Background: an optimization exercise with open tools, aiming at small area, a short achievable clock period and few clock cycles per item. Do not read the settings as production practice.
Where RTL was checked, it was by simulation tests only, not by an equivalence proof against the original.
The RTL of runs 3 to 5 was laid out without a check of its function.

==> flow/design.v <==
module cordi_arch
(
	input [15:0] theta,
	input bgn,
	input clk,
	input rst_b,
	output [15:0] cos,
	output fin
);
reg [15:0] x, y, z;
reg busy, first, last, fin_r;
reg e1, e2;
reg xsub, xsub_n, yneg, yneg_n;
reg [3:0] hsx, lsx;
wire [3:0] ln = ~busy ? 4'b0001 : first ? 4'b1000 : {lsx[2:0], lsx[3]};
wire [3:0] hn = ~busy ? 4'b0001 : lsx[3] ? {hsx[2:0], hsx[3]} : hsx;
wire neg = z[15];
function [15:0] atan_tab;
	input [3:0] h, l;
	integer k;
	reg [15:0] a;
	begin
		atan_tab = 16'h0000;
		for (k = 3; k < 16; k = k + 1) begin
			a = (k == 3) ? 16'h07f5 : (k == 4) ? 16'h03ff : (16'h4000 >> k);
			if (h[k / 4] & l[k % 4]) atan_tab = atan_tab | a;
		end
	end
endfunction
wire [15:0] atan = first ? (e1 ? (e2 ? 16'h04ea : 16'h2446) : (e2 ? 16'h4042 : 16'h5f9e)) :
                   atan_tab(hsx, lsx);
function [15:0] ash;
	input [15:0] v;
	input [3:0] h, l;
	reg [15:0] m;
	integer j;
	begin
		for (j = 0; j < 16; j = j + 1)
			m[j] = (h[0] & v[j]) | (h[1] & v[j+4 > 15 ? 15 : j+4]) |
			       (h[2] & v[j+8 > 15 ? 15 : j+8]) | (h[3] & v[j+12 > 15 ? 15 : j+12]);
		for (j = 0; j < 16; j = j + 1)
			ash[j] = (l[0] & m[j]) | (l[1] & m[j+1 > 15 ? 15 : j+1]) |
			         (l[2] & m[j+2 > 15 ? 15 : j+2]) | (l[3] & m[j+3 > 15 ? 15 : j+3]);
	end
endfunction
wire [15:0] ysc = ash(y ^ {{8{~xsub_n}}, {8{xsub}}}, hsx, lsx);
wire [15:0] xsc = ash(x ^ {{8{~yneg_n}}, {8{yneg}}}, hsx, lsx);
wire [16:0] x_sum = {x, 1'b1} + {ysc, xsub};
wire [16:0] y_sum = {y, 1'b1} + {xsc, yneg};
wire [16:0] z_sum = {z, 1'b1} + {atan ^ {16{~neg}}, ~neg};
wire [15:0] x_add = x_sum[16:1];
wire [15:0] y_add = y_sum[16:1];
wire [15:0] z_add = z_sum[16:1];
wire [15:0] z_nxt = busy ? z_add : theta;
wire busy_nxt = busy ? ~last : bgn;
reg [15:0] x3, y3;
always @(*)
	case ({neg, e1 ^ neg, e2 ^ neg})
	3'b000: begin x3 = 16'd1245;  y3 = 16'd16166;   end
	3'b001: begin x3 = 16'd8705;  y3 = 16'd13680;   end
	3'b010: begin x3 = 16'd13680; y3 = 16'd8705;    end
	3'b011: begin x3 = 16'd16166; y3 = 16'd1245;    end
	3'b100: begin x3 = 16'd16168; y3 = -16'sd1244;  end
	3'b101: begin x3 = 16'd13680; y3 = -16'sd8706;  end
	3'b110: begin x3 = 16'd8705;  y3 = -16'sd13680; end
	default: begin x3 = 16'd1243; y3 = -16'sd16166; end
	endcase
function lt15;
	input [14:0] t, c;
	reg eq;
	integer k;
	begin
		lt15 = 1'b0;
		eq = 1'b1;
		for (k = 14; k >= 0; k = k - 1) begin
			lt15 = lt15 | (eq & c[k] & ~t[k]);
			eq = eq & ~(c[k] ^ t[k]);
		end
	end
endfunction
wire [14:0] t = theta[14:0];
wire n1_nxt = theta[15] ? lt15(t, 15'h4dbc) : lt15(t, 15'h3244);
wire n2_a = theta[15] ? lt15(t, 15'h3010) : lt15(t, 15'h1498);
wire n2_b = theta[15] ? lt15(t, 15'h6b68) : lt15(t, 15'h4ff0);
wire n2_nxt = n1_nxt ? n2_a : n2_b;
always @(posedge clk) begin
	x <= first ? x3 : x_add;
	y <= first ? y3 : ((busy & ~last) ? y_add : 16'h0000);
	z <= z_nxt;
	xsub <= ~z_nxt[15] & busy_nxt;
	xsub_n <= z_nxt[15] | ~busy_nxt;
	yneg <= z_nxt[15] & busy_nxt;
	yneg_n <= ~z_nxt[15] | ~busy_nxt;
	e1 <= n1_nxt ^ theta[15];
	e2 <= n2_nxt ^ theta[15];
	hsx <= hn; lsx <= ln;
	first <= bgn & ~busy;
	last <= busy & hsx[3] & lsx[2];
end
always @(posedge clk or negedge rst_b) begin
	if (!rst_b) begin
		busy <= 1'b0;
		fin_r <= 1'b0;
	end else begin
		busy <= busy_nxt;
		fin_r <= busy & last;
	end
end
assign cos = x;
assign fin = fin_r;
endmodule
==> flow/flow/run.sh <==
#!/bin/bash
# Standard ORFS layout, with buf_2 port buffers and repair_timing aiming for a
# larger setup margin (on the worst path only: TNS_END_PERCENT 0 in config.mk).
set -euo pipefail
bash standard.sh "BUFFER_PORTS_ARGS=-buffer_cell sky130_fd_sc_hd__buf_2" SETUP_SLACK_MARGIN=7.05 finish > standard_flow.log 2>&1
==> flow/standard.sh <==
#!/bin/bash
# synth_recipe.tcl (not shown) runs the flow's synth.tcl, then flattens the netlist and writes it again
# the make line also repeats each setting of config.mk as NAME=value (left out here)
make -C /OpenROAD-flow-scripts/flow DESIGN_CONFIG=/design/flow/config.mk WORK_HOME=/design/flow/orfs CLKGATE_MAP_FILE= SYNTH_SCRIPT=/design/flow/synth_recipe.tcl "${@:-finish}"
==> flow/config.mk <==
export PLATFORM = sky130hd
export DESIGN_NAME = cordi_arch
export DESIGN_NICKNAME = cordi_arch
export VERILOG_FILES = /design/flow/design.v
export SDC_FILE = /design/flow/constraint.sdc
export NUM_CORES = 4
export LEC_CHECK = 0
export ABC_AREA = 1
export CAP_MARGIN = 20
export CORE_MARGIN = 2
export CORE_UTILIZATION = 40
export CTS_BUF_LIST = sky130_fd_sc_hd__clkbuf_8
export CTS_CLUSTER_SIZE = 30
export GPL_TIMING_DRIVEN = 0
export SLEW_MARGIN = 20
export TNS_END_PERCENT = 0
==> flow/constraint.sdc <==
create_clock -name core_clock -period 10.0 [get_ports {clk}]
set_input_delay 2.0000 -clock core_clock [delete_from_list [all_inputs] [get_ports {clk}]]
set_output_delay 2.0000 -clock core_clock [all_outputs]
set_load 0.01 [all_outputs]
==> reports/qor.yml, run 1 <==
die:
  core_area_mm2: 0.0165
  die_h_um: 133
  start_util_pct: 40.5
  die_area_mm2: 0.0177
  die_x_um: 133
  rows: 47
  ios: 36
setup_path:
  path_cells: "buf_2"
  arrival_ns: 1.02
  cp-start-kind: "register"
  rr_endpoint: "y[4]$_DFF_P_"
  critical_path_cell_count: 1
  cp.required_ns: 8.00
  cp_max_fo: 3
  worst-r2r-setup-slack_ns: 7.04
  cpPeakStageDelay_ns: 0.46
  critPathLaunch: "x[6]$_DFF_P_"
  reg2reg_from: "hsx[1]$_SDFFE_PN0P_"
  critPathSlowestCell: "dfxtp_1"
  critical_path_buf_inv_count: 1
  crit_family: "flip-flops"
  worstSetupEndpointType: "output pin"
  crit_end: "cos[6]"
  reg2regPathDepth: 16
  critPathKind: "reg -> out"
clocking:
  numClockSinks: 66
  cts_buffers: 9
  ctsLongestPathBuffers: 2
  cts_tree: "done"
  clk_latency_ns: 0.39
  clk_pin_slew_ns: 0.08
  ctsHoldBuffers: 0
  htree_num_levels: 3
  cts_root_buf: "clkbuf_8"
layout:
  area_growth_pct: 22.5
  final_common_cell: "nand2_1"
  antenna_cells: 0
  ff_latch_area_mm2: 0.00135
  fillers: 1759
  drive_gt1_share_pct: 20.0
  layout_common_cells: "nand2_1 (292), inv_1 (89), nor2_1 (87), o21ai_0 (87), a21oi_1 (77)"
  multi_input_area_mm2: 0.00533
  finalNetCount: 1234
drt:
  first_pass_iters: 5
  via_per_inst: 5.54
  wirelength_mm: 24.5
  drt_iter0_markers: 696
  route.detailed.drc: 0
  final_antenna_net_count: 0
  vias: 7688
  wl_per_cell_um: 17.6
timing:
  rsz0062_at_grt: "yes"
  setup_viol: 0
  setup_tns_ns: 0
  slew_headroom_pct: 52.1
  layout_setup_ws_ns: 6.98
  finalHoldViolCount: 0
  worst_pin_slew_ns: 0.718
  clock.fmax_mhz: 331
  fin_worst_skew_ns: 0.0179
  drv_slew: 0
  min_period_over_period_pct: 30.2
  period_minus_slack_ns: 3.02
synthesis:
  syn_area_mm2: 0.00667
  synth_top_area_cell: "dfxtp_1"
  syn_avg_cell_area_um2: 6.10
  syn_nets: 1166
  yosys-top-cells-area: "dfxtp_1 (19%), nand2_1 (17%), ha_1 (9.6%)"
  synth.top_cell.area_share_pct: 19.2
  ys_types: 53
  yosys_warnings: 1
  ys_ff_latch: 66
  async_reset_ff_share_pct: 3.03
  synth_ff_type: "dfxtp_1"
  synth-edff-count: 0
  yosysSeqAreaShare_pct: 20.0
  syn_inst: 1094
grt:
  grt_overflow_total: 0
  grt_pass1_wl_mm: 37.3
  grt_antenna_before_repair: 0
  grt_start_max_net_pins: 12
  grt_pass1_vias: 7045
  grt_use_total_pct: 26.9
placed_design:
  port_buffers: 35
  place.gp.congestion: 0.985
  hpwl_mm: 18.8
  pre_cts_ws_ns: 6.45
run:
  drv_cap: 0
worst_hold_path:
  min_path_type: "reg -> reg"
status:
  status: "no timing/DRC/antenna violations"
## per-stage QoR
step / cell area [um^2] / utilization, % / hold WS (ns) / instances
2_1_floorplan: 6670 / - / 0.436 / 1094
3_3_place_gp: 7120 / 43.2 / 0.511 / 1349
3_5_place_dp: 7120 / 43.2 / 0.513 / 1349
4_1_cts: 7530 / 45.8 / 0.524 / 1368
5_1_grt: 8170 / 49.6 / 0.565 / 1387
6_report: 8170 / 49.6 / 0.535 / 1387
## cells in the mapped netlist, types with 9 or more instances
library cell	instances
nor3_1	15
ha_1	51
o21ai_0	100
nor2_1	97
clkbuf_1	18
inv_2	9
xnor2_1	10
dfxtp_1	64
o2111ai_1	12
o22ai_1	9
a21oi_1	97
nand2_1	309
inv_1	91
nand3_1	70
xor2_1	34
## state kept, by name, summed over array words and instances, names as in the netlist, 4 cells and up
name  count
hsx       4
x        16
y        16
lsx       4
z        16
## metal layers
metal	wire length, um	track usage (%)	vias up
met5	0	0	-
met4	1160	14.7	0
met3	1370	2.97	82
met2	11200	44.0	296
met1	10800	34.9	3516
li1	-	-	3794
## worst min-delay path by stage
stage | startpoint | to | slack (ns) | cells past startpoint
after floorplan | last$_DFF_P_ | fin_r$_DFF_PN0_ | 0.44 | 2
after global placement | last$_DFF_P_ | fin_r$_DFF_PN0_ | 0.51 | 2
after detailed placement | last$_DFF_P_ | fin_r$_DFF_PN0_ | 0.51 | 2
after CTS | last$_DFF_P_ | fin_r$_DFF_PN0_ | 0.52 | 2
after global routing | last$_DFF_P_ | fin_r$_DFF_PN0_ | 0.57 | 2
final | last$_DFF_P_ | fin_r$_DFF_PN0_ | 0.53 | 2
## what timing repair did
action | 4_1_cts | 5_1_grt
gates cloned | 0 | 1
endpoints found under the setup margin | 44 | 53
setup buffers | 3 | 18
pin swaps | 4 | 43
gates resized for setup | 37 | 148
## cell type report
type | count | area share [%]
Timing Repair Buffer | 57 | 4.33
Sequential cell | 66 | 16.5
Multi-Input combinational cell | 889 | 65.2
Clock inverter | 4 | 0.521
Clock buffer | 12 | 2.02
Inverter | 101 | 4.78
Tap cell | 220 | 3.37
Buffer | 38 | 3.35
## cell families (layout without fill, tap and decap cells)
kind of cell / count (synthesis) / in the layout / share of synthesized area, %
AOI/OAI and AO/OA: 257 / 257 / 21.6
buffers and inverters: 139 / 212 / 8.59
and+or+nand+nor: 535 / 535 / 33.9
xor gates and xnor gates: 44 / 44 / 5.78
adders and majority gates: 53 / 53 / 10.2
DFF: 66 / 66 / 20.0
## worst reg2reg max path: stages, from the launching register on
cell      delay (ns)
dfxtp_1         0.32
buf_4           0.18
inv_2           0.07
buf_6           0.14
buf_6           0.17
o22ai_1         0.10
nor2_1          0.16
nor2_1          0.06
a21oi_1         0.12
o211ai_1        0.13
ha_1            0.40
a21oi_2         0.21
nand2_2         0.10
nand2_1         0.13
a31oi_4         0.11
o21ai_0         0.26
o21ai_0         0.16
Testbench counts, summed over its fixed seeds: cycles 32,768, items 2,048.
==> inputs of run 2 (changes only) <==
--- a/flow/design.v
+++ b/flow/design.v
@@ -9,11 +9,11 @@
 );
 reg [15:0] x, y, z;
 reg busy, first, last, fin_r;
-reg e1, e2;
+reg e1, e2, n0, n1, n2;
 reg xsub, xsub_n, yneg, yneg_n;
 reg [3:0] hsx, lsx;
-wire [3:0] ln = ~busy ? 4'b0001 : first ? 4'b1000 : {lsx[2:0], lsx[3]};
-wire [3:0] hn = ~busy ? 4'b0001 : lsx[3] ? {hsx[2:0], hsx[3]} : hsx;
+wire [3:0] ln = (~busy | first) ? 4'b0001 : {lsx[2:0], lsx[3]};
+wire [3:0] hn = (~busy | first) ? 4'b0001 : lsx[3] ? {hsx[2:0], hsx[3]} : hsx;
 wire neg = z[15];
 function [15:0] atan_tab;
 	input [3:0] h, l;
@@ -23,7 +23,7 @@
 		atan_tab = 16'h0000;
 		for (k = 3; k < 16; k = k + 1) begin
 			a = (k == 3) ? 16'h07f5 : (k == 4) ? 16'h03ff : (16'h4000 >> k);
-			if (h[k / 4] & l[k % 4]) atan_tab = atan_tab | a;
+			if (h[(k - 3) / 4] & l[(k - 3) % 4]) atan_tab = atan_tab | a;
 		end
 	end
 endfunction
@@ -36,8 +36,8 @@
 	integer j;
 	begin
 		for (j = 0; j < 16; j = j + 1)
-			m[j] = (h[0] & v[j]) | (h[1] & v[j+4 > 15 ? 15 : j+4]) |
-			       (h[2] & v[j+8 > 15 ? 15 : j+8]) | (h[3] & v[j+12 > 15 ? 15 : j+12]);
+			m[j] = (h[0] & v[j+3 > 15 ? 15 : j+3]) | (h[1] & v[j+7 > 15 ? 15 : j+7]) |
+			       (h[2] & v[j+11 > 15 ? 15 : j+11]) | (h[3] & v[15]);
 		for (j = 0; j < 16; j = j + 1)
 			ash[j] = (l[0] & m[j]) | (l[1] & m[j+1 > 15 ? 15 : j+1]) |
 			         (l[2] & m[j+2 > 15 ? 15 : j+2]) | (l[3] & m[j+3 > 15 ? 15 : j+3]);
@@ -55,7 +55,7 @@
 wire busy_nxt = busy ? ~last : bgn;
 reg [15:0] x3, y3;
 always @(*)
-	case ({neg, e1 ^ neg, e2 ^ neg})
+	case ({n0, n1, n2})
 	3'b000: begin x3 = 16'd1245;  y3 = 16'd16166;   end
 	3'b001: begin x3 = 16'd8705;  y3 = 16'd13680;   end
 	3'b010: begin x3 = 16'd13680; y3 = 16'd8705;    end
@@ -93,9 +93,12 @@
 	yneg_n <= ~z_nxt[15] | ~busy_nxt;
 	e1 <= n1_nxt ^ theta[15];
 	e2 <= n2_nxt ^ theta[15];
+	n0 <= theta[15];
+	n1 <= n1_nxt;
+	n2 <= n2_nxt;
 	hsx <= hn; lsx <= ln;
 	first <= bgn & ~busy;
-	last <= busy & hsx[3] & lsx[2];
+	last <= busy & hsx[2] & lsx[3];
 end
 always @(posedge clk or negedge rst_b) begin
 	if (!rst_b) begin
==> flow/flow/run.sh (replaced) <==
#!/bin/bash
# Standard ORFS layout, with buf_2 port buffers and repair_timing aiming for a
# larger setup margin (on the worst path only: TNS_END_PERCENT 0 in config.mk).
set -euo pipefail
bash standard.sh "BUFFER_PORTS_ARGS=-buffer_cell sky130_fd_sc_hd__buf_2" SETUP_SLACK_MARGIN=6.9 finish > standard_flow.log 2>&1
==> reports/qor.yml, run 2 <==
clocking:
  ctsLongestPathBuffers: 2  # unchanged
  cts_tree: "done"
  numClockSinks: 69  # +4.5%
  clk_pin_slew_ns: 0.09  # about the same
  clk_latency_ns: 0.39  # about the same
  cts_root_buf: "clkbuf_8"
  ctsHoldBuffers: 0  # unchanged
  htree_num_levels: 3  # unchanged
  cts_buffers: 9  # unchanged
grt:
  grt_pass1_vias: 6249  # -11%
  grt_start_max_net_pins: 14  # +2
  grt_antenna_before_repair: 0  # unchanged
  grt_use_total_pct: 24.2  # -2.7 points
  grt_pass1_wl_mm: 33.0  # -12%
  grt_overflow_total: 0  # unchanged
layout:
  multi_input_area_mm2: 0.00468  # -12%
  reg_top3: "x (16), y (16), z (16)"
  fillers: 1717  # -2.4%
  final_common_cell: "nand2_1"
  layout_common_cells: "nand2_1 (311), inv_1 (86), o21ai_0 (78)"
  drive_gt1_share_pct: 12.9  # -7.1 points
  ff_latch_area_mm2: 0.00139  # +3.4%
  finalNonFillerCells: 1309  # -5.6%
  area_growth_pct: 13.4
  antenna_cells: 0  # unchanged
  finalNetCount: 1161  # -5.9%
placed_design:
  port_buffers: 35  # unchanged
  hpwl_mm: 16.8  # -11%
  dp.cells: 1290  # -4.4%
  place.gp.congestion: 0.979  # -0.62%
drt:
  wirelength_mm: 21.1  # -14%
  wl_per_cell_um: 16.1  # -8.5%
  final_antenna_net_count: 0  # unchanged
  drt_iter0_markers: 546  # -22%
  first_pass_iters: 5  # unchanged
  vias: 6940  # -9.7%
  via_per_inst: 5.30  # -4.4%
  route.detailed.drc: 0  # unchanged
synthesis:
  synth.top_cell.area_share_pct: 20.7  # +1.5 points
  yosysMostFrequentCell: "nand2_1"
  ys_types: 50  # -5.7%
  async_reset_ff_share_pct: 2.90  # -0.13 points
  synth_ff_type: "dfxtp_1"
  synth_top_area_cell: "dfxtp_1"
  yosys-top-cells-area: "dfxtp_1 (21%), nand2_1 (18%), ha_1 (10%)"
  ys_ff_latch: 69  # +4.5%
  yosysSeqAreaShare_pct: 21.5  # +1.5 points
  syn_nets: 1112  # -4.6%
  synth-edff-count: 0  # unchanged
  syn_inst: 1039  # -5.0%
  syn_avg_cell_area_um2: 6.23  # +2.1%
  yosys_warnings: 1  # unchanged
  yosys-top-cells-count: "nand2_1 (317), inv_1 (86), o21ai_0 (82), a21oi_1 (80), nor2_1 (78)"
  syn_area_mm2: 0.00647  # -3.0%
setup_path:
  worstSetupEndpointType: "output pin"
  cpPeakStageDelay_ns: 0.47  # about the same
  cp_max_fo: 3  # unchanged
  arrival_ns: 1.04  # +0.02 ns
  critical_path_buf_inv_count: 1  # unchanged
  cp-start-kind: "register"
  critPathSlowestCell: "dfxtp_1"
  path_cells: "buf_2"
  critPathKind: "reg -> out"
  crit_family: "flip-flops"
  worst-r2r-setup-slack_ns: 7.04  # about the same
  cp.required_ns: 8.00  # about the same
timing:
  setup_tns_ns: 0  # unchanged
  slew_headroom_pct: 59.2  # +7.1 points
  drv_slew: 0  # unchanged
  clock.fmax_mhz: 329  # -0.65%
  setup_viol: 0  # unchanged
  min_period_over_period_pct: 30.4  # +0.20 points
  rsz0062_at_grt: "yes"
  finalHoldViolCount: 0  # unchanged
  period_minus_slack_ns: 3.04  # +0.0197 ns
  worst_pin_slew_ns: 0.612  # -0.106 ns
  fin_worst_skew_ns: 0.0105  # -0.00734 ns
die:
  rows: 46  # -2.1%
  die_x_um: 131  # -1.5%
  start_util_pct: 40.9  # +0.36 points
  die_h_um: 131  # -1.5%
  ios: 36  # unchanged
  die_area_mm2: 0.0172  # -2.9%
  core_area_mm2: 0.0158  # -3.9%
status:
  status: "no timing/DRC/antenna violations"
run:
  drv_cap: 0  # unchanged
worst_hold_path:
  min_path_type: "reg -> reg"
## run 2: cell types whose count changed after synthesis, moves of 8 or more
cell / before / now
nand2_1: 309 / 317
o21ai_0: 100 / 82
o21ai_1: 3 / 11
nor2_1: 97 / 78
clkbuf_1: 18 / 10
xor2_1: 34 / 22
a21oi_1: 97 / 80
## run 2: what timing repair did
action,4_1_cts,5_1_grt
endpoints found under the setup margin,5,30
resized for setup,2,40
hold endpoints to repair,0,0
setup buffers,0,3
gates cloned,0,0
pin swaps,0,6
## run 2: worst paths after layout
check / cells after the start / startpoint / end
setup reg to reg: 17 / yneg_n$_DFF_P_ / y[8]$_DFF_P_
max in group asynchronous: 1 / rst_b / busy$_DFF_PN0_
hold / removal: 2 / last$_DFF_P_ / fin_r$_DFF_PN0_
setup / recovery: 1 / x[14]$_SDFF_PP0_ / cos[14]
min in group asynchronous: 1 / rst_b / fin_r$_DFF_PN0_
hold reg to reg: 2 / last$_DFF_P_ / fin_r$_DFF_PN0_
## run 2: layout make-up
class	instances	area share, %
buffer	28	2.17
clock buffer	10	1.88
clock inverter	6	1.59
inverter	101	5.24
multi-input combinational	841	63.8
sequential	69	19.0
tap	216	3.68
timing repair buffer	38	2.70
## run 2: cells by family after synthesis
family                     count (synthesis)  share of synthesized area [%]
AOI/OAI and AO/OA                        226                           19.6
adders and majority gates                 54                           10.7
DFF                                       69                           21.5
buffers and inverters                    129                           8.10
and+or+nand+nor                          523                           34.7
xor gates and xnor gates                  38                           5.38
## run 2: layer usage
layer,global-route usage [%],vias up,share of wire [%]
met1,35.4,3108,49
li1,-,3557,-
met4,6.94,0,1.8
met2,36.8,246,43
met5,0,-,0
met3,3.82,29,6.2
## run 2: per-stage QoR
stage	hold WS [ns]	instance area [um^2]	utilization, %	setup slack, ns
finish	0.489	7330	46.3	6.96
global placement	0.492	6910	43.7	6.75
global route	0.530	7330	46.3	6.82
CTS	0.494	7180	45.3	6.86
detailed placement	0.483	6910	43.7	6.73
floorplan	0.424	6470	-	7.03
Testbench counts of run 2, summed over its fixed seeds: cycles 32,768, items 2,048.
==> inputs of run 3 (changes only) <==
--- a/flow/design.v
+++ b/flow/design.v
@@ -45,8 +45,10 @@
 endfunction
 wire [15:0] ysc = ash(y ^ {{8{~xsub_n}}, {8{xsub}}}, hsx, lsx);
 wire [15:0] xsc = ash(x ^ {{8{~yneg_n}}, {8{yneg}}}, hsx, lsx);
-wire [16:0] x_sum = {x, 1'b1} + {ysc, xsub};
-wire [16:0] y_sum = {y, 1'b1} + {xsc, yneg};
+wire ysgn = y[15] ^ ~xsub_n;
+wire xsgn = x[15] ^ ~yneg_n;
+wire [16:0] x_sum = {x, 1'b1} + {{4{ysgn}}, ysc[11:0], xsub};
+wire [16:0] y_sum = {y, 1'b1} + {{4{xsgn}}, xsc[11:0], yneg};
 wire [16:0] z_sum = {z, 1'b1} + {atan ^ {16{~neg}}, ~neg};
 wire [15:0] x_add = x_sum[16:1];
 wire [15:0] y_add = y_sum[16:1];
==> reports/qor.yml, run 3 <==
setup_path:
  cp.required_ns: 8.00  # about the same
  critPathKind: "reg -> out"
  cpPeakStageDelay_ns: 0.45  # -0.02 ns
  arrival_ns: 1.01  # -0.03 ns
  reg2regPathDepth: 18  # +1
  rr_endpoint: "x[14]$_SDFF_PP0_"
  crit_family: "flip-flops"
  worstSetupEndpointType: "output pin"
  critical_path_buf_inv_count: 1  # unchanged
  critPathSlowestCell: "dfxtp_1"
  cp-start-kind: "register"
  cp_max_fo: 4  # +1
  path_cells: "buf_2"
  reg2reg_from: "xsub_n$_DFF_P_"
  worst-r2r-setup-slack_ns: 7.02  # -0.02 ns
timing:
  period_minus_slack_ns: 3.01  # -0.0353 ns
  slew_headroom_pct: 48.1  # -11 points
  min_period_over_period_pct: 30.1  # -0.35 points
  fin_hold_ws_ns: 0.486  # -0.00347 ns
  finalHoldViolCount: 0  # unchanged
  rsz0062_at_grt: "yes"
  worst_pin_slew_ns: 0.779  # +0.167 ns
  fin_worst_skew_ns: 0.0118  # +0.00127 ns
  setup_viol: 0  # unchanged
  drv_slew: 0  # unchanged
  clock.fmax_mhz: 332  # +1.2%
  layout_setup_ws_ns: 6.99  # +0.0353 ns
  setup_tns_ns: 0  # unchanged
grt:
  grt_pass1_vias: 6173  # -1.2%
  grt_antenna_before_repair: 0  # unchanged
  grt_start_max_net_pins: 14  # unchanged
  grt_use_total_pct: 24.5  # +0.29 points
  grt_pass1_wl_mm: 32.1  # -2.4%
  grt_overflow_total: 0  # unchanged
placed_design:
  hpwl_mm: 16.4  # -2.3%
  place_area_mm2: 0.00687  # -0.69%
  port_buffers: 35  # unchanged
  pre_cts_ws_ns: 6.76  # +0.0336 ns
  place.gp.congestion: 0.979  # about the same
die:
  die_x_um: 131  # -0.36%
  core_area_mm2: 0.0158  # -0.36%
  die_h_um: 131  # -0.36%
  ios: 36  # unchanged
  start_util_pct: 40.7  # -0.15 points
  die_area_mm2: 0.0171  # -0.72%
  rows: 46  # unchanged
drt:
  wl_per_cell_um: 15.6  # -3.3%
  via_per_inst: 5.25  # -1.0%
  drt_iter0_markers: 566  # +3.7%
  final_antenna_net_count: 0  # unchanged
  vias: 6843  # -1.4%
  first_pass_iters: 6  # +1
  route.detailed.drc: 0  # unchanged
  wirelength_mm: 20.3  # -3.7%
clocking:
  cts_buffers: 9  # unchanged
  htree_num_levels: 3  # unchanged
  cts_root_buf: "clkbuf_8"
  cts_tree: "done"
  ctsLongestPathBuffers: 2  # unchanged
  numClockSinks: 69  # unchanged
  clk_latency_ns: 0.38  # about the same
  clk_pin_slew_ns: 0.09  # about the same
synthesis:
  synth_mux_area_share_pct: 0  # unchanged
  syn_nets: 1101  # -0.99%
  syn_area_mm2: 0.00642  # -0.74%
  async_reset_ff_share_pct: 2.90  # unchanged
  yosys-top-cells-area: "dfxtp_1 (21%), nand2_1 (17%), ha_1 (10%)"
  synth_fa_ha_area_share_pct: 10.8  # +0.079 points
  ys_types: 51  # +2.0%
  syn_inst: 1028  # -1.1%
  synth-compound-area-share_pct: 20.2  # +0.65 points
  synth.top_cell.area_share_pct: 20.9  # +0.15 points
  syn_avg_cell_area_um2: 6.25  # +0.33%
  yosysMostFrequentCell: "nand2_1"
  synth_ff_type: "dfxtp_1"
  synthSimpleGateAreaFrac_pct: 34.0  # -0.72 points
  synth_top_family_by_area: "simple AND/OR/NAND/NOR gates"
  yosysSeqAreaShare_pct: 21.7  # +0.16 points
  yosys_warnings: 1  # unchanged
  ys_ff_latch: 69  # unchanged
  synth_xor_area_share_pct: 4.91  # -0.47 points
  synth-edff-count: 0  # unchanged
  synth_top_area_cell: "dfxtp_1"
  yosys-top-cells-count: "nand2_1 (291), nor2_1 (86), inv_1 (83), o21ai_0 (72), a21oi_1 (71)"
layout:
  stdcell_area_mm2: 0.00730  # -0.44%
  area_growth_pct: 13.7
  drive_gt1_share_pct: 14.2  # +1.3 points
  finalNetCount: 1156  # -0.43%
  layout_common_cells: "nand2_1 (289), nor2_1 (84), inv_1 (82)"
  multi_input_area_mm2: 0.00463  # -0.91%
  final_common_cell: "nand2_1"
  reg_top3: "x (16), y (16), z (16)"
  ff_latch_area_mm2: 0.00139  # unchanged
  fillers: 1745  # +1.6%
  antenna_cells: 0  # unchanged
worst_hold_path:
  hold_path.startpoint: "last$_DFF_P_"
  whs_path_depth: 2  # unchanged
  worstHoldEndpoint: "fin_r$_DFF_PN0_"
  min_path_type: "reg -> reg"
status:
  status: "no timing/DRC/antenna violations"
run:
  drv_cap: 0  # unchanged
## run 3: cell count changes in the layout (fill, tap and decap cells not counted), moves of 5 or more
| cell | previous run | this run |
|---|---|---|
| xor2_1 | 19 | 25 |
| nand4_1 | 15 | 9 |
| o21ai_0 | 78 | 71 |
| a21oi_1 | 76 | 67 |
| xnor2_1 | 14 | 9 |
| nand2_1 | 311 | 289 |
| nor2_1 | 76 | 84 |
| buf_4 | 4 | 12 |
## run 3: per-layer routing
layer  vias up  share of wire, %  wire, um  global-route usage, %
met5         -                 0         0                      0
met1      3072                49      9910                   36.0
met3        25               6.3      1280                   3.30
met4         0               1.7       353                   8.57
met2       181                43      8800                   36.9
li1       3565                 -         -                      -
## run 3: stage by stage
| stage | utilization (%) | cells |
|---|---|---|
| after floorplan | - | 1028 |
| after global placement | 43.5 | 1279 |
| after CTS | 44.9 | 1295 |
| after global routing | 46.3 | 1304 |
| final | 46.3 | 1304 |
| after detailed placement | 43.5 | 1279 |
## run 3: cell families after synthesis
family	count (synthesis)
fa+ha+maj	54
simple gates	511
compound gates	227
buf+inv	131
flops	69
xor+xnor	36
## run 3: how the worst max path moves through the flow
stage               cells after the start      startpoint  slack [ns]                to
global placement                       11       theta[12]        6.77        e2$_DFF_P_
finish                                  1    x[3]$_DFF_P_        6.99            cos[3]
CTS                                    19  yneg_n$_DFF_P_        6.91     y[13]$_DFF_P_
floorplan                               9        theta[8]        7.05        e2$_DFF_P_
global route                           16    xsub$_DFF_P_        6.83  x[14]$_SDFF_PP0_
detailed placement                     11       theta[12]        6.76        e2$_DFF_P_
## run 3: repair_timing
| action | 4_1_cts | 5_1_grt |
|---|---|---|
| resized for setup | 0 | 43 |
| hold buffers | 0 | 0 |
| endpoints found under the setup margin | 0 | 31 |
| endpoints found under the hold margin | 0 | 0 |
| buffers inserted | 0 | 9 |
## run 3: cell type report
class	instances	area share [%]
clock buffers	10	1.88
plain buffers	29	2.21
flip-flops and latches	69	19.1
well taps	216	3.70
clock inverters	6	0.942
multi-input cells	828	63.5
inverters	102	5.40
repair buffers	44	3.32
==> inputs of run 4 (changes only) <==
--- a/flow/config.mk
+++ b/flow/config.mk
@@ -10,7 +10,7 @@
 export CORE_MARGIN = 2
 export CORE_UTILIZATION = 40
 export CTS_BUF_LIST = sky130_fd_sc_hd__clkbuf_8
-export CTS_CLUSTER_SIZE = 30
+export CTS_CLUSTER_SIZE = 50
 export GPL_TIMING_DRIVEN = 0
 export SLEW_MARGIN = 20
 export TNS_END_PERCENT = 0
==> reports/qor.yml, run 4 <==
status:
  status: "no timing/DRC/antenna violations"
clocking:
  cts_buffers: 9  # unchanged
  htree_num_levels: 3  # unchanged
  clk_pin_slew_ns: 0.09  # about the same
  ctsLongestPathBuffers: 2  # unchanged
  cts_root_buf: "clkbuf_8"
  clk_latency_ns: 0.38  # about the same
  numClockSinks: 69  # unchanged
  cts_tree: "done"
synthesis:
  yosys-top-cells-count: "nand2_1 (291), nor2_1 (86), inv_1 (83), o21ai_0 (72), a21oi_1 (71)"
  synth-edff-count: 0  # unchanged
  synthSimpleGateAreaFrac_pct: 34.0  # unchanged
  synth_mux_area_share_pct: 0  # unchanged
  async_reset_ff_share_pct: 2.90  # unchanged
  ys_types: 51  # unchanged
  synth_top_area_cell: "dfxtp_1"
  syn_avg_cell_area_um2: 6.25  # unchanged
  ys_ff_latch: 69  # unchanged
  synth.top_cell.area_share_pct: 20.9  # unchanged
  synth_xor_area_share_pct: 4.91  # unchanged
  syn_inst: 1028  # unchanged
  synth_top_family_by_area: "simple AND/OR/NAND/NOR gates"
  yosys-top-cells-area: "dfxtp_1 (21%), nand2_1 (17%), ha_1 (10%)"
  syn_nets: 1101  # unchanged
  synth_fa_ha_area_share_pct: 10.8  # unchanged
  synth-compound-area-share_pct: 20.2  # unchanged
  syn_area_mm2: 0.00642  # unchanged
  synth_ff_type: "dfxtp_1"
  yosys_warnings: 1  # unchanged
  yosysSeqAreaShare_pct: 21.7  # unchanged
  yosysMostFrequentCell: "nand2_1"
setup_path:
  worstSetupEndpointType: "output pin"
  path_cells: "buf_2"
  crit_family: "flip-flops"
  cp_max_fo: 4  # unchanged
  cpPeakStageDelay_ns: 0.45  # about the same
  critical_path_buf_inv_count: 1  # unchanged
  critPathSlowestCell: "dfxtp_1"
  reg2reg_from: "xsub_n$_DFF_P_"
  arrival_ns: 1.01  # about the same
  cp-start-kind: "register"
  critPathKind: "reg -> out"
  critPathLaunch: "x[3]$_DFF_P_"
  cp.required_ns: 8.00  # about the same
grt:
  grt_use_total_pct: 24.5  # unchanged
  grt_start_max_net_pins: 14  # unchanged
  grt_antenna_before_repair: 0  # unchanged
  grt_overflow_total: 0  # unchanged
  grt_pass1_vias: 6173  # unchanged
  grt_pass1_wl_mm: 32.1  # unchanged
layout:
  finalNonFillerCells: 1304  # unchanged
  finalNetCount: 1156  # unchanged
  antenna_cells: 0  # unchanged
  area_growth_pct: 13.7  # unchanged
  reg_top3: "x (16), y (16), z (16)"
  layout_common_cells: "nand2_1 (289), nor2_1 (84), inv_1 (82)"
  final_common_cell: "nand2_1"
  drive_gt1_share_pct: 14.2  # unchanged
drt:
  final_antenna_net_count: 0  # unchanged
  wl_per_cell_um: 15.6  # unchanged
  vias: 6843  # unchanged
  via_per_inst: 5.25  # unchanged
  wirelength_mm: 20.3  # unchanged
  first_pass_iters: 6  # unchanged
  drt_iter0_markers: 566  # unchanged
  route.detailed.drc: 0  # unchanged
timing:
  setup_viol: 0  # unchanged
  rsz0062_at_grt: "yes"
  drv_slew: 0  # unchanged
  finalHoldViolCount: 0  # unchanged
  period_minus_slack_ns: 3.01  # unchanged
  fin_hold_ws_ns: 0.486  # unchanged
  fin_worst_skew_ns: 0.0118  # unchanged
  setup_tns_ns: 0  # unchanged
  clock.fmax_mhz: 332  # unchanged
  slew_headroom_pct: 48.1  # unchanged
  min_period_over_period_pct: 30.1  # unchanged
  worst_pin_slew_ns: 0.779  # unchanged
worst_hold_path:
  hold_path.startpoint: "last$_DFF_P_"
  min_path_type: "reg -> reg"
die:
  rows: 46  # unchanged
  start_util_pct: 40.7  # unchanged
  die_x_um: 131  # unchanged
  ios: 36  # unchanged
  core_area_mm2: 0.0158  # unchanged
  die_h_um: 131  # unchanged
  die_area_mm2: 0.0171  # unchanged
run:
  drv_cap: 0  # unchanged
placed_design:
  port_buffers: 35  # unchanged
  place.gp.congestion: 0.979  # unchanged
  dp.cells: 1279  # unchanged
  hpwl_mm: 16.4  # unchanged
## run 4: cell counts in the layout (fill, tap and decap cells not counted)
No cell type changed its count.
## run 4: kinds of logic (layout without fill, tap and decap cells)
| family | Yosys count | count (layout) |
|---|---|---|
| AOI/OAI and AO/OA | 227 | 227 |
| xor gates and xnor gates | 36 | 36 |
| adders and majority gates | 54 | 54 |
| buffers and inverters | 131 | 191 |
| DFF | 69 | 69 |
| and+or+nand+nor | 511 | 511 |
## run 4: final timing paths
check | slack [ns] | endpoint | cells after the start
min | 0.49 | fin_r$_DFF_PN0_ | 2
max reg2reg | 7.02 | x[14]$_SDFF_PP0_ | 18
max | 6.99 | cos[3] | 1
min reg2reg | 0.49 | fin_r$_DFF_PN0_ | 2
min in group asynchronous | 1.39 | fin_r$_DFF_PN0_ | 1
max in group asynchronous | 8.51 | busy$_DFF_PN0_ | 1
## run 4: timing repair
action	in CTS	in global routing
hold buffers	0	0
setup buffers	0	9
endpoints found under the setup margin	0	31
gates resized for setup	0	43
## run 4: layout make-up
cell class / count / area [um^2]
Timing Repair Buffer: 44 / 243
Clock buffer: 10 / 138
Inverter: 102 / 394
Clock inverter: 6 / 68.8
Multi-Input combinational cell: 828 / 4630
Tap cell: 216 / 270
Buffer: 29 / 161
Fill cell: 1745 / 8470
Sequential cell: 69 / 1390
## run 4: routing by layer
layer	vias up	track usage [%]	part of all wire (%)
met5	-	0	0
met4	0	8.57	1.7
met3	25	3.30	6.3
met2	181	36.9	43
met1	3072	36.0	49
li1	3565	-	-
## run 4: through the flow
stage	instance area, um^2	setup WS, ns	utilization [%]
global route	7300	6.83	46.3
CTS	7070	6.91	44.9
finish	7300	6.99	46.3
global placement	6870	6.77	43.5
floorplan	6420	7.05	-
detailed placement	6870	6.76	43.5
## run 4: worst reg2reg max path, cell delays in order, from the launching register on
cell and delay, ns:
dfxtp_1 0.31, buf_6 0.14, inv_4 0.07, nand2_1 0.05, nand2_2 0.14, nor2_1 0.08
inv_1 0.13, o21ai_0 0.13, nor2_2 0.25, buf_4 0.16, o2111ai_1 0.11, ha_1 0.37
nand2_1 0.14, o21ai_2 0.19, nor2_1 0.09, o21ai_2 0.20, nand3_1 0.13, a21oi_1 0.14
nor2_1 0.05
==> inputs of run 5 (changes only) <==
--- a/flow/config.mk
+++ b/flow/config.mk
@@ -10,7 +10,8 @@
 export CORE_MARGIN = 2
 export CORE_UTILIZATION = 40
 export CTS_BUF_LIST = sky130_fd_sc_hd__clkbuf_8
-export CTS_CLUSTER_SIZE = 50
+export CTS_CLUSTER_DIAMETER = 150
+export CTS_CLUSTER_SIZE = 40
 export GPL_TIMING_DRIVEN = 0
 export SLEW_MARGIN = 20
 export TNS_END_PERCENT = 0
==> reports/qor.yml, run 5 <==
status:
  status: "no timing/DRC/antenna violations"
grt:
  grt_start_max_net_pins: 14  # unchanged
  top_usage_layer: "met2"
  grt_overflow_total: 0  # unchanged
  grt.met1_usage_pct: 36.0  # unchanged
  grt_antenna_before_repair: 0  # unchanged
  grt_util_met3_pct: 3.30  # unchanged
  grt_use_total_pct: 24.5  # unchanged
  grt_pass1_vias: 6173  # unchanged
  grt_pass1_wl_mm: 32.1  # unchanged
  grt_util_met2_pct: 36.9  # unchanged
setup_path:
  reg2reg_from: "xsub_n$_DFF_P_"
  reg2regPathDepth: 18  # unchanged
  cp_max_fo: 4  # unchanged
  worstSetupEndpointType: "output pin"
  critical_path_cell_count: 1  # unchanged
  arrival_ns: 1.01  # about the same
  critical_path_buf_inv_count: 1  # unchanged
  critPathSlowestCell: "dfxtp_1"
  rr_endpoint: "x[14]$_SDFF_PP0_"
  path_cells: "buf_2"
  worst-r2r-setup-slack_ns: 7.02  # about the same
  cp-start-kind: "register"
  critPathKind: "reg -> out"
  crit_family: "flip-flops"
  cpPeakStageDelay_ns: 0.45  # about the same
  cp.required_ns: 8.00  # about the same
timing:
  clock.fmax_mhz: 332  # unchanged
  rsz0062_at_grt: "yes"
  layout_setup_ws_ns: 6.99  # unchanged
  min_period_over_period_pct: 30.1  # unchanged
  period_minus_slack_ns: 3.01  # unchanged
  fin_hold_ws_ns: 0.486  # unchanged
  finalHoldViolCount: 0  # unchanged
  setup_viol: 0  # unchanged
  worst_pin_slew_ns: 0.779  # unchanged
  fin_worst_skew_ns: 0.0118  # unchanged
  drv_slew: 0  # unchanged
  slew_headroom_pct: 48.1  # unchanged
  setup_tns_ns: 0  # unchanged
drt:
  final_antenna_net_count: 0  # unchanged
  via_per_inst: 5.25  # unchanged
  wirelength_mm: 20.3  # unchanged
  wl_per_cell_um: 15.6  # unchanged
  first_pass_iters: 6  # unchanged
  route.detailed.drc: 0  # unchanged
  drt_iter0_markers: 566  # unchanged
  vias: 6843  # unchanged
die:
  core_area_mm2: 0.0158  # unchanged
  ios: 36  # unchanged
  die_x_um: 131  # unchanged
  die_h_um: 131  # unchanged
  rows: 46  # unchanged
  die_area_mm2: 0.0171  # unchanged
  start_util_pct: 40.7  # unchanged
synthesis:
  synth_ff_type: "dfxtp_1"
  yosys-top-cells-count: "nand2_1 (291), nor2_1 (86), inv_1 (83), o21ai_0 (72), a21oi_1 (71)"
  async_reset_ff_share_pct: 2.90  # unchanged
  synth-edff-count: 0  # unchanged
  synth_top_area_cell: "dfxtp_1"
  syn_avg_cell_area_um2: 6.25  # unchanged
  syn_area_mm2: 0.00642  # unchanged
  syn_nets: 1101  # unchanged
  yosys-top-cells-area: "dfxtp_1 (21%), nand2_1 (17%), ha_1 (10%)"
  ys_ff_latch: 69  # unchanged
  synth.top_cell.area_share_pct: 20.9  # unchanged
  syn_inst: 1028  # unchanged
  yosysMostFrequentCell: "nand2_1"
  yosys_warnings: 1  # unchanged
  ys_types: 51  # unchanged
  yosysSeqAreaShare_pct: 21.7  # unchanged
layout:
  drive_gt1_share_pct: 14.2  # unchanged
  finalNetCount: 1156  # unchanged
  finalNonFillerCells: 1304  # unchanged
  antenna_cells: 0  # unchanged
  reg_top3: "x (16), y (16), z (16)"
  layout_common_cells: "nand2_1 (289), nor2_1 (84), inv_1 (82)"
  area_growth_pct: 13.7  # unchanged
  final_common_cell: "nand2_1"
placed_design:
  hpwl_mm: 16.4  # unchanged
  pre_cts_ws_ns: 6.76  # unchanged
  port_buffers: 35  # unchanged
  place.gp.congestion: 0.979  # unchanged
  dp.cells: 1279  # unchanged
clocking:
  clk_pin_slew_ns: 0.09  # about the same
  cts_buffers: 9  # unchanged
  htree_num_levels: 3  # unchanged
  cts_root_buf: "clkbuf_8"
  clk_latency_ns: 0.38  # about the same
  ctsLongestPathBuffers: 2  # unchanged
  numClockSinks: 69  # unchanged
  cts_tree: "done"
worst_hold_path:
  worstHoldEndpoint: "fin_r$_DFF_PN0_"
  hold_path.startpoint: "last$_DFF_P_"
  min_path_type: "reg -> reg"
  whs_path_depth: 2  # unchanged
run:
  drv_cap: 0  # unchanged
## run 5: cell counts in the layout (fill, tap and decap cells not counted)
No cell type changed its count.
## run 5: how the worst max path moves through the flow
stage | startpoint | endpoint | slack (ns)
floorplan | theta[8] | e2$_DFF_P_ | 7.05
global placement | theta[12] | e2$_DFF_P_ | 6.77
detailed placement | theta[12] | e2$_DFF_P_ | 6.76
CTS | yneg_n$_DFF_P_ | y[13]$_DFF_P_ | 6.91
global route | xsub$_DFF_P_ | x[14]$_SDFF_PP0_ | 6.83
finish | x[3]$_DFF_P_ | cos[3] | 6.99
## run 5: routing by layer
metal  up-vias  wire, um
met1      3072      9910
met4         0       353
met3        25      1280
li1       3565         -
met2       181      8800
met5         -         0
## run 5: kinds of logic (layout without fill, tap and decap cells)
| group | count (synthesis) | in the layout | share of synthesized area, % |
|---|---|---|---|
| buffers and inverters | 131 | 191 | 8.40 |
| DFF | 69 | 69 | 21.7 |
| AOI/OAI and AO/OA | 227 | 227 | 20.2 |
| adders and majority gates | 54 | 54 | 10.8 |
| xor gates and xnor gates | 36 | 36 | 4.91 |
| and+or+nand+nor | 511 | 511 | 34.0 |
## run 5: through the flow
stage	instance area (um^2)	utilization [%]
final	7300	46.3
after global routing	7300	46.3
after floorplan	6420	-
after CTS	7070	44.9
after detailed placement	6870	43.5
after global placement	6870	43.5
## run 5: final cells by class
class / count / area (um^2)
Fill cell: 1745 / 8470
Multi-Input combinational cell: 828 / 4630
Sequential cell: 69 / 1390
Inverter: 102 / 394
Tap cell: 216 / 270
Timing Repair Buffer: 44 / 243
Buffer: 29 / 161
Clock buffer: 10 / 138
Clock inverter: 6 / 68.8
## run 5: repair_timing
item / CTS / global route
endpoints found under the setup margin: 0 / 31
hold buffers: 0 / 0
resized for setup: 0 / 43
setup buffers: 0 / 9
==> inputs of run 6 (changes only) <==
--- a/flow/design.v
+++ b/flow/design.v
@@ -9,7 +9,7 @@
 );
 reg [15:0] x, y, z;
 reg busy, first, last, fin_r;
-reg e1, e2, n0, n1, n2;
+reg e1, e2, n0;
 reg xsub, xsub_n, yneg, yneg_n;
 reg [3:0] hsx, lsx;
 wire [3:0] ln = (~busy | first) ? 4'b0001 : {lsx[2:0], lsx[3]};
@@ -57,7 +57,7 @@
 wire busy_nxt = busy ? ~last : bgn;
 reg [15:0] x3, y3;
 always @(*)
-	case ({n0, n1, n2})
+	case ({n0, e1 ^ n0, e2 ^ n0})
 	3'b000: begin x3 = 16'd1245;  y3 = 16'd16166;   end
 	3'b001: begin x3 = 16'd8705;  y3 = 16'd13680;   end
 	3'b010: begin x3 = 16'd13680; y3 = 16'd8705;    end
@@ -96,8 +96,6 @@
 	e1 <= n1_nxt ^ theta[15];
 	e2 <= n2_nxt ^ theta[15];
 	n0 <= theta[15];
-	n1 <= n1_nxt;
-	n2 <= n2_nxt;
 	hsx <= hn; lsx <= ln;
 	first <= bgn & ~busy;
 	last <= busy & hsx[2] & lsx[3];
--- a/flow/config.mk
+++ b/flow/config.mk
@@ -8,10 +8,9 @@
 export ABC_AREA = 1
 export CAP_MARGIN = 20
 export CORE_MARGIN = 2
-export CORE_UTILIZATION = 40
+export CORE_UTILIZATION = 50
 export CTS_BUF_LIST = sky130_fd_sc_hd__clkbuf_8
-export CTS_CLUSTER_DIAMETER = 150
-export CTS_CLUSTER_SIZE = 40
+export CTS_CLUSTER_SIZE = 30
 export GPL_TIMING_DRIVEN = 0
 export SLEW_MARGIN = 20
 export TNS_END_PERCENT = 0
==> reports/qor.yml, run 6 <==
layout:
  antenna_cells: 0  # unchanged
  layout_common_cells: "nand2_1 (264), o21ai_0 (87), inv_1 (84)"
  multi_input_area_mm2: 0.00460  # -0.67%
  final_common_cell: "nand2_1"
  finalNetCount: 1135  # -1.8%
  ff_latch_area_mm2: 0.00135  # -2.8%
  finalNonFillerCells: 1240  # -4.9%
  fillers: 1309  # -25%
  stdcell_area_mm2: 0.00717  # -1.8%
  area_growth_pct: 13.6
  reg_top3: "x (16), y (16), z (16)"
  drive_gt1_share_pct: 15.3  # +1.0 points
timing:
  period_minus_slack_ns: 3.00  # -0.0123 ns
  clock.fmax_mhz: 334  # +0.41%
  setup_tns_ns: 0  # unchanged
  worst_pin_slew_ns: 0.679  # -0.0993 ns
  drv_slew: 0  # unchanged
  slew_headroom_pct: 54.7  # +6.6 points
  fin_worst_skew_ns: 0.0171  # +0.00528 ns
  rsz0062_at_grt: "yes"
  min_period_over_period_pct: 30.0  # -0.12 points
  finalHoldViolCount: 0  # unchanged
  setup_viol: 0  # unchanged
  fin_hold_ws_ns: 0.535  # +0.0496 ns
  layout_setup_ws_ns: 7.00  # +0.0123 ns
synthesis:
  syn_avg_cell_area_um2: 6.28  # +0.53%
  synth-edff-count: 0  # unchanged
  synth.top_cell.area_share_pct: 20.6  # -0.27 points
  yosys-top-cells-area: "dfxtp_1 (21%), nand2_1 (16%), ha_1 (10%)"
  syn_inst: 1005  # -2.2%
  synth_ff_type: "dfxtp_1"
  ys_ff_latch: 67  # -2.9%
  ys_types: 53  # +3.9%
  yosys-top-cells-count: "nand2_1 (268), o21ai_0 (90), a21oi_1 (87), inv_1 (85), nor2_1 (82)"
  syn_area_mm2: 0.00631  # -1.7%
  yosysMostFrequentCell: "nand2_1"
  synth_top_area_cell: "dfxtp_1"
  yosysSeqAreaShare_pct: 21.4  # -0.26 points
  async_reset_ff_share_pct: 2.99  # +0.087 points
  yosys_warnings: 1  # unchanged
  syn_nets: 1077  # -2.2%
setup_path:
  path_cells: "buf_2"
  critPathSlowestCell: "dfxtp_1"
  critPathLaunch: "x[7]$_DFF_P_"
  cp_max_fo: 3  # -1
  cp-start-kind: "register"
  cp.required_ns: 8.00  # about the same
  cpPeakStageDelay_ns: 0.44  # about the same
  crit_family: "flip-flops"
  critical_path_buf_inv_count: 1  # unchanged
  reg2reg_from: "yneg_n$_DFF_P_"
  arrival_ns: 1.00  # about the same
  critPathKind: "reg -> out"
  worstSetupEndpointType: "output pin"
die:
  core_area_mm2: 0.0125  # -21%
  die_area_mm2: 0.0135  # -21%
  start_util_pct: 50.6  # +9.9 points
  ios: 36  # unchanged
  die_h_um: 116  # -11%
  die_x_um: 116  # -11%
  rows: 41  # -11%
worst_hold_path:
  min_path_type: "reg -> reg"
  hold_path.startpoint: "last$_DFF_P_"
drt:
  first_pass_iters: 7  # +1
  drt_iter0_markers: 677  # +20%
  via_per_inst: 5.58  # +6.3%
  wirelength_mm: 20.7  # +1.9%
  vias: 6917  # +1.1%
  route.detailed.drc: 0  # unchanged
  wl_per_cell_um: 16.7  # +7.1%
  final_antenna_net_count: 0  # unchanged
clocking:
  ctsHoldBuffers: 0  # unchanged
  htree_num_levels: 3  # unchanged
  clk_pin_slew_ns: 0.10  # about the same
  cts_buffers: 9  # unchanged
  ctsLongestPathBuffers: 2  # unchanged
  cts_tree: "done"
  numClockSinks: 67  # -2.9%
  clk_latency_ns: 0.39  # about the same
  cts_root_buf: "clkbuf_8"
grt:
  grt_use_total_pct: 31.4  # +6.9 points
  grt_start_max_net_pins: 16  # +2
  grt_pass1_vias: 6116  # -0.92%
  grt_pass1_wl_mm: 32.3  # +0.34%
  grt_overflow_total: 0  # unchanged
  grt_antenna_before_repair: 0  # unchanged
placed_design:
  pre_cts_ws_ns: 6.80  # +0.0401 ns
  port_buffers: 35  # unchanged
  place.gp.congestion: 0.984  # +0.55%
  hpwl_mm: 16.2  # -1.0%
  place_area_mm2: 0.00670  # -2.4%
  dp.cells: 1212  # -5.2%
run:
  drv_cap: 0  # unchanged
status:
  status: "no timing/DRC/antenna violations"
run 6: cell count changes after synthesis, sizes merged, moves of 4 or more:
cell,delta
a21oi,+16
nor2,-7
o22ai,-4
o221ai,-5
nand2,-23
nand3,-5
o21ai,+5
o211ai,+5
run 6: area by class of cell:
| class | instances | area share, % |
|---|---|---|
| plain buffers | 28 | 2.23 |
| clock buffers | 9 | 1.73 |
| clock inverters | 7 | 0.908 |
| inverters | 100 | 5.34 |
| multi-input cells | 810 | 64.2 |
| flip-flops and latches | 67 | 18.9 |
| well taps | 172 | 3.00 |
| repair buffers | 47 | 3.70 |
run 6: routing by layer:
metal / vias up / track usage [%] / routed length (um)
met5: - / 0 / 0
met4: 0 / 13.2 / 722
met3: 43 / 3.74 / 1170
met2: 240 / 52.1 / 9810
met1: 3128 / 41.5 / 9030
li1: 3506 / - / -
run 6: final timing paths:
check / to / slack (ns) / depth (start not counted)
worst max register to register: y[13]$_DFF_P_ / 7.02 / 19
min in group asynchronous: busy$_DFF_PN0_ / 1.37 / 1
worst max-delay path: cos[7] / 7.00 / 1
max in group asynchronous: fin_r$_DFF_PN0_ / 8.54 / 1
worst min register to register: fin_r$_DFF_PN0_ / 0.54 / 2
worst min-delay path: fin_r$_DFF_PN0_ / 0.54 / 2
run 6: what timing repair did:
item,4_1_cts,5_1_grt
pin swaps,0,12
setup buffers,0,12
gates resized for setup,2,53
endpoints found under the setup margin,14,38
hold endpoints to repair,0,0
run 6: per-stage QoR:
step,util (%)
after floorplan,-
after global placement,53.8
after detailed placement,53.8
after CTS,55.3
after global routing,57.5
final,57.5
run 6: logic make-up after synthesis:
logic type | synth area share (%)
XOR/XNOR | 5.27
flip-flops | 21.4
AND/OR/NAND/NOR | 32.1
buffers and inverters | 8.21
AO/OA/AOI/OAI | 22.2
adder cells (fa/ha/maj) | 10.7
Testbench counts of run 6, summed over its fixed seeds: cycles 32,768, items 2,048.
==> inputs of run 7 (changes only) <==
--- a/flow/config.mk
+++ b/flow/config.mk
@@ -8,7 +8,7 @@
 export ABC_AREA = 1
 export CAP_MARGIN = 20
 export CORE_MARGIN = 2
-export CORE_UTILIZATION = 50
+export CORE_UTILIZATION = 40
 export CTS_BUF_LIST = sky130_fd_sc_hd__clkbuf_8
 export CTS_CLUSTER_SIZE = 30
 export GPL_TIMING_DRIVEN = 0
==> reports/qor.yml, run 7 <==
status:
  status: "no timing/DRC/antenna violations"
clocking:
  cts_buffers: 9  # unchanged
  cts_tree: "done"
  ctsLongestPathBuffers: 2  # unchanged
  clk_pin_slew_ns: 0.09  # about the same
  cts_root_buf: "clkbuf_8"
  numClockSinks: 67  # unchanged
  htree_num_levels: 3  # unchanged
  clk_latency_ns: 0.38  # about the same
grt:
  grt_antenna_before_repair: 0  # unchanged
  grt_start_max_net_pins: 14  # -2
  grt_use_total_pct: 25.2  # -6.3 points
  grt_overflow_total: 0  # unchanged
  grt_pass1_vias: 6217  # +1.7%
  grt_pass1_wl_mm: 32.7  # +1.5%
timing:
  clock.fmax_mhz: 334  # about the same
  setup_tns_ns: 0  # unchanged
  setup_viol: 0  # unchanged
  rsz0062_at_grt: "yes"
  fin_worst_skew_ns: 0.0129  # -0.00419 ns
  min_period_over_period_pct: 29.9  # about the same
  finalHoldViolCount: 0  # unchanged
  period_minus_slack_ns: 2.99  # -0.00233 ns
  slew_headroom_pct: 56.1  # +1.4 points
  drv_slew: 0  # unchanged
  worst_pin_slew_ns: 0.659  # -0.0209 ns
  layout_setup_ws_ns: 7.01  # +0.00233 ns
synthesis:
  yosys_warnings: 1  # unchanged
  syn_area_mm2: 0.00631  # unchanged
  syn_inst: 1005  # unchanged
  syn_avg_cell_area_um2: 6.28  # unchanged
  synth-edff-count: 0  # unchanged
  ys_types: 53  # unchanged
  yosys-top-cells-count: "nand2_1 (268), o21ai_0 (90), a21oi_1 (87), inv_1 (85), nor2_1 (82)"
  yosys-top-cells-area: "dfxtp_1 (21%), nand2_1 (16%), ha_1 (10%)"
  yosysMostFrequentCell: "nand2_1"
  ys_ff_latch: 67  # unchanged
  async_reset_ff_share_pct: 2.99  # unchanged
  synth.top_cell.area_share_pct: 20.6  # unchanged
  yosysSeqAreaShare_pct: 21.4  # unchanged
  syn_nets: 1077  # unchanged
  synth_top_area_cell: "dfxtp_1"
  synth_ff_type: "dfxtp_1"
drt:
  drt_iter0_markers: 642  # -5.2%
  vias: 6846  # -1.0%
  wirelength_mm: 20.8  # +0.56%
  wl_met3_mm: 1.05  # -10%
  final_antenna_net_count: 0  # unchanged
  highest_layer: "met4"
  first_pass_iters: 7  # unchanged
  wl_per_cell_um: 16.3  # -2.5%
  route.detailed.drc: 0  # unchanged
  via_per_inst: 5.35  # -4.0%
  wl_met2_mm: 9.88  # +0.69%
  drt-met1-wl_mm: 9.39  # +4.1%
run:
  drv_cap: 0  # unchanged
layout:
  final_common_cell: "nand2_1"
  area_growth_pct: 14.7
  antenna_cells: 0  # unchanged
  reg_top3: "x (16), y (16), z (16)"
  fillers: 1676  # +28%
  layout_common_cells: "nand2_1 (266), o21ai_0 (87), inv_1 (85)"
  drive_gt1_share_pct: 14.4  # -0.84 points
  finalNetCount: 1135  # unchanged
placed_design:
  hpwl_mm: 16.4  # +1.1%
  port_buffers: 35  # unchanged
  pre_cts_ws_ns: 6.80  # -0.00283 ns
  place.gp.congestion: 1.02  # +3.8%
die:
  ios: 36  # unchanged
  die_area_mm2: 0.0168  # +24%
  die_x_um: 130  # +11%
  core_area_mm2: 0.0153  # +23%
  die_h_um: 130  # +11%
  rows: 45  # +9.8%
  start_util_pct: 41.2  # -9.4 points
setup_path:
  critPathKind: "reg -> out"
  cp.required_ns: 8.00  # about the same
  critPathSlowestCell: "dfxtp_1"
  cpPeakStageDelay_ns: 0.44  # about the same
  cp_max_fo: 3  # unchanged
  arrival_ns: 0.99  # about the same
  crit_family: "flip-flops"
  cp-start-kind: "register"
  worstSetupEndpointType: "output pin"
  critical_path_buf_inv_count: 1  # unchanged
  path_cells: "buf_2"
worst_hold_path:
  min_path_type: "reg -> reg"
-- run 7: cell counts after synthesis --
Identical to the previous run, type by type.
-- run 7: kinds of logic (layout without fill, tap and decap cells) --
kind of cell,Yosys count,count (layout),share of synthesized area (%)
AOI/OAI and AO/OA,246,246,22.2
xor gates and xnor gates,38,38,5.27
adders and majority gates,53,53,10.7
buffers and inverters,128,191,8.21
DFF,67,67,21.4
and+or+nand+nor,473,473,32.1
-- run 7: worst paths after layout --
check / from / end / slack [ns] / cells past startpoint
min: last$_DFF_P_ / fin_r$_DFF_PN0_ / 0.48 / 2
max in group asynchronous: rst_b / fin_r$_DFF_PN0_ / 8.52 / 1
max reg2reg: yneg_n$_DFF_P_ / y[15]$_DFF_P_ / 7.06 / 18
max: x[8]$_DFF_P_ / cos[8] / 7.01 / 1
min reg2reg: last$_DFF_P_ / fin_r$_DFF_PN0_ / 0.48 / 2
min in group asynchronous: rst_b / busy$_DFF_PN0_ / 1.38 / 1
-- run 7: worst min-delay path, delay by kind of cell, from the launching register on --
kind | cells | cell delay (ns)
simple gates | 1 | 0.08
flops | 1 | 0.35
buf+inv | 1 | 0.03
-- run 7: stage by stage --
step	instances	area [um^2]	util, %	hold WS (ns)
finish	1279	7240	47.3	0.483
global route	1279	7240	47.3	0.528
CTS	1267	6980	45.6	0.499
detailed placement	1251	6750	44.1	0.490
global placement	1251	6750	44.1	0.487
floorplan	1005	6310	-	0.459
-- run 7: what timing repair did --
| item | in CTS | in global routing |
|---|---|---|
| setup endpoints to repair | 17 | 39 |
| resized for setup | 1 | 51 |
| setup buffers | 0 | 12 |
| hold buffers | 0 | 0 |
| pin swaps | 0 | 14 |
-- run 7: cell type report --
class,count,area [um^2],area share (%)
Multi-Input combinational cell,810,4580,63.3
Sequential cell,67,1350,18.7
Inverter,100,385,5.33
Timing Repair Buffer,47,265,3.67
Tap cell,211,264,3.65
Buffer,28,164,2.26
Clock buffer,9,124,1.71
Clock inverter,7,101,1.40
-- run 7: metal layers --
layer / vias up / global-route usage (%)
met5: - / 0
met2: 205 / 41.6
li1: 3499 / -
met3: 37 / 3.67
met1: 3105 / 33.2
met4: 0 / 9.49

-- separate check: timing with driven ports --
The flow's constraints put no driver on any port. The routed layouts listed below were extracted and timed again, unchanged, in two steps. Step 1 sets driving cells, clkbuf_16 on the clock port and buf_2 on the other inputs (assumed; they add their load-dependent delay and slew). Step 2 adds t to the input delays and takes it off the output delays; t is the mean of the earliest and latest rising clock arrival at the registers after step 1. Input paths then give back, and output paths get back, about the clock's delay inside the block. a / b / c = no drivers / after step 1 / after step 2; a / b = the first two.
run | t (ns) | slack for setup (ns) | worst hold slack (ns)
run 1 | 0.411 | 6.976 / 6.942 / 6.880 | 0.535 / 0.535 / 0.535
run 2 | 0.427 | 6.956 / 6.911 / 6.757 | 0.489 / 0.489 / 0.489
run 3 | 0.416 | 6.992 / 6.951 / 6.763 | 0.486 / 0.486 / 0.486
run 4 | 0.416 | 6.992 / 6.951 / 6.763 | 0.486 / 0.486 / 0.486
run 5 | 0.416 | 6.992 / 6.951 / 6.763 | 0.486 / 0.486 / 0.486
run 6 | 0.421 | 7.004 / 6.967 / 6.817 | 0.535 / 0.535 / 0.535
run 7 | 0.412 | 7.006 / 6.967 / 6.865 | 0.483 / 0.483 / 0.483
After both steps setup and hold are still met in every run listed.
